Source: an optimization exercise on an open RTL-to-GDS flow (aim: small area). Production flows keep margins and buffers that such runs may drop.
Function was checked by simulation only, so behaviour that the tests miss may differ from the original.
The clock port is modelled as an ideal driver; clocking choices that lean on that would not hold on a real chip.
Power figures rest on the tool's default switching activity, not on a simulated workload.

==> module router_fifo, before the edit <==
module router_fifo(clk,rstn,din,rd_enb,wr_enb,d_out,lfd_state,sft_rst,full,empty);
input [7:0] din;
input lfd_state;
input clk,rstn,rd_enb,sft_rst,wr_enb;
output reg [7:0] d_out;
output full,empty;
reg [4:0] wr_pntr, rd_pntr;
reg [6:0] cnt_m1;       
reg temp;
reg wrapped;            
reg [8:0] mem [0:15];   
wire clr = !rstn || sft_rst;
assign full  = (wr_pntr[4] != rd_pntr[4]) && (wr_pntr[3:0] == rd_pntr[3:0]);
assign empty = (wr_pntr == rd_pntr);
wire wr = wr_enb && !full;
wire rd = rd_enb && !empty;
wire valid = wrapped || (rd_pntr[3:0] < wr_pntr[3:0]);
wire [3:0] sel_lo = 4'b1 << rd_pntr[1:0];
wire [3:0] sel_hi = {4{valid}} & (4'b1 << rd_pntr[3:2]);
reg  [8:0] q;
integer k;
always @* begin
  q = 9'd0;
  for (k = 0; k < 16; k = k + 1)
    q = q | ({9{sel_hi[k/4] & sel_lo[k%4]}} & mem[k]);
end
wire cnt_zero = &cnt_m1;
always @(posedge clk)
  temp <= rstn && lfd_state;
always @(posedge clk)
  if (!clr && wr) mem[wr_pntr[3:0]] <= {temp, din};
always @(posedge clk)
  if (clr) begin
    wr_pntr <= 5'd0;
    wrapped <= 1'b0;
  end else if (wr) begin
    wr_pntr <= wr_pntr + 1'b1;
    if (&wr_pntr[3:0]) wrapped <= 1'b1;
  end
always @(posedge clk)
  if (!rstn) rd_pntr <= 5'd0;
  else if (!sft_rst && !cnt_zero && rd) rd_pntr <= rd_pntr + 1'b1;
always @(posedge clk)
  d_out <= (!clr && !cnt_zero && rd) ? q[7:0] : 8'd0;
always @(posedge clk)
  if (clr) cnt_m1 <= 7'h7f;
  else if (q[8]) cnt_m1 <= {1'b0, q[7:2]};
  else if (rd) cnt_m1 <= cnt_m1 - 1'b1;
endmodule
Settings: LEC_CHECK=0, CAP_MARGIN=20, CORE_MARGIN=2, CORE_UTILIZATION=60, GPL_TIMING_DRIVEN=0, SLEW_MARGIN=20; clock period 5.0 ns.
standard.sh (not shown) runs the stock make flow with config.mk's settings and CLKGATE_MAP_FILE= SYNTH_SCRIPT=/design/flow/synth_recipe.tcl, a recipe that flattens the netlist after the stock synthesis.
==> flow/flow/run.sh <==
#!/bin/bash
# Own layout flow:
#  1. the standard synthesis (standard.sh synth), unchanged;
#  2. its combinational logic re-mapped for area with ABC (remap.sh), every
#     flip-flop kept as the standard synthesis made it, and the result proven
#     equivalent to the standard netlist (if any step fails, the standard
#     netlist is kept);
#  3. the standard ORFS layout (standard.sh finish), with buf_1 port buffers,
#     no CTS dummy loads, and clock buffers downsized after CTS where the
#     flip-flop clock pins keep a slew under 110 ps (post_cts.tcl), and,
#     before repair_design, drivers of nets with a slew over 1.2 ns upsized
#     where that fixes the slew (presize.tcl), so fewer buffers are added.
# Each tool's output goes to its own log file in this folder.
set -uo pipefail
W=$(pwd)
F=$W/flow
if [[ -x $FLOW_HOME/../tools/install/yosys/bin/yosys ]]; then
  export YOSYS=$FLOW_HOME/../tools/install/yosys/bin/yosys
fi
export BUFFER_PORTS_ARGS="-buffer_cell sky130_fd_sc_hd__buf_1"
export PRE_RESIZE_TCL=$F/presize.tcl
export POST_CTS_TCL=$F/post_cts.tcl
export CTS_ARGS="-sink_clustering_enable -repair_clock_nets -buf_list sky130_fd_sc_hd__clkbuf_8 -dont_use_dummy_load"
bash standard.sh synth > synth.log 2>&1 || exit 1
RES=$W/orfs/results/sky130hd/router_fifo/base
cp $RES/1_2_yosys.v $W/standard_netlist.v
if bash $F/remap.sh $W/standard_netlist.v $W/remapped.v $F/area.abc $W/remap > remap.log 2>&1; then
  echo "remapped netlist used" >> remap.log
  cp $W/remapped.v $RES/1_2_yosys.v
  rm -f $RES/1_synth.odb $RES/1_synth.sdc
  bash standard.sh synth > synth_remapped.log 2>&1 || exit 1
else
  echo "remap failed: standard netlist kept" >> remap.log
fi
bash standard.sh finish > layout.log 2>&1
Other scripts of this flow, unchanged in this note and not shown: flow/flow/area.abc, flow/flow/clkdown.tcl, flow/flow/dontuse.txt, flow/flow/genmodels.py, flow/flow/post_cts.tcl, flow/flow/presize.tcl, flow/flow/remap.sh
Next try:
--- a/flow/design.v
+++ b/flow/design.v
@@ -13,24 +13,29 @@
 assign full  = (wr_pntr[4] != rd_pntr[4]) && (wr_pntr[3:0] == rd_pntr[3:0]);
 assign empty = (wr_pntr == rd_pntr);
 wire wr = wr_enb && !full;
 wire rd = rd_enb && !empty;
 wire valid = wrapped || (rd_pntr[3:0] < wr_pntr[3:0]);
-wire [3:0] sel_lo = 4'b1 << rd_pntr[1:0];
-wire [3:0] sel_hi = {4{valid}} & (4'b1 << rd_pntr[3:2]);
+wire [3:0] ra = wr_pntr[3:0] + ~rd_pntr[3:0];   
+wire [3:0] sel_lo = 4'b1 << ra[1:0];
+wire [3:0] sel_hi = {4{valid}} & (4'b1 << ra[3:2]);
 reg  [8:0] q;
 integer k;
 always @* begin
   q = 9'd0;
   for (k = 0; k < 16; k = k + 1)
     q = q | ({9{sel_hi[k/4] & sel_lo[k%4]}} & mem[k]);
 end
 wire cnt_zero = &cnt_m1;
 always @(posedge clk)
   temp <= rstn && lfd_state;
+integer i;
 always @(posedge clk)
-  if (!clr && wr) mem[wr_pntr[3:0]] <= {temp, din};
+  if (!clr && wr) begin
+    for (i = 15; i > 0; i = i - 1) mem[i] <= mem[i-1];
+    mem[0] <= {temp, din};
+  end
 always @(posedge clk)
   if (clr) begin
     wr_pntr <= 5'd0;
     wrapped <= 1'b0;
   end else if (wr) begin
Cell count shrinks by 11%.
Power rises by 4.0%.
Non-clock buffer count came out higher by 4.
Via count shrinks by 10%.
Cell area went up by 0.45%.
Worst setup slack gets worse by 0.69 ns.
Utilization rose by 2.4 points.
Combinational power grows by 110%.
Global-route usage goes down by 2.6 points.
Wire length drops by 13%.
Sequential power goes up by about 3%.
Clock-buffer cell count is unchanged.
Sequential share of layout area decreases by 0.32 points.
Register-to-register slack got worse by 0.69 ns.

-- static timing again, ports no longer ideal --
The flow's constraints put no driver on any port. The routed layouts listed below were extracted and timed again, unchanged, in two steps.
Step 1 (the two cells are an assumption about what drives the block):
set clk [get_ports {clk}]
set_driving_cell -lib_cell sky130_fd_sc_hd__clkbuf_16 $clk
set_driving_cell -lib_cell sky130_fd_sc_hd__buf_2 [delete_from_list [all_inputs] $clk]
Step 2 moves the port delays by t, midway between the first and last clock arrival at a register: inputs arrive t later, outputs are due t later. That takes back most of the time a late clock gives input paths.
Slacks: ideal ports / drivers / drivers and shift; pairs: ideal ports / drivers.
run	shift t [ns]	setup slack, ns	hold WS [ns]	latest minus earliest clock arrival (ns)	slew at the worst register clock pin (ns)
the first run	0.581	1.871 / 1.871 / 1.305	0.475 / 0.475 / 0.475	0.032 / 0.033	0.11 / 0.11
the second run	0.579	1.180 / 1.180 / 1.180	0.412 / 0.412 / 0.412	0.042 / 0.042	0.11 / 0.11
After both steps every run listed still meets setup and hold. The setup slack of the first run, which loses most, moves by 0.000 ns with the drivers and by -0.566 ns with both steps.
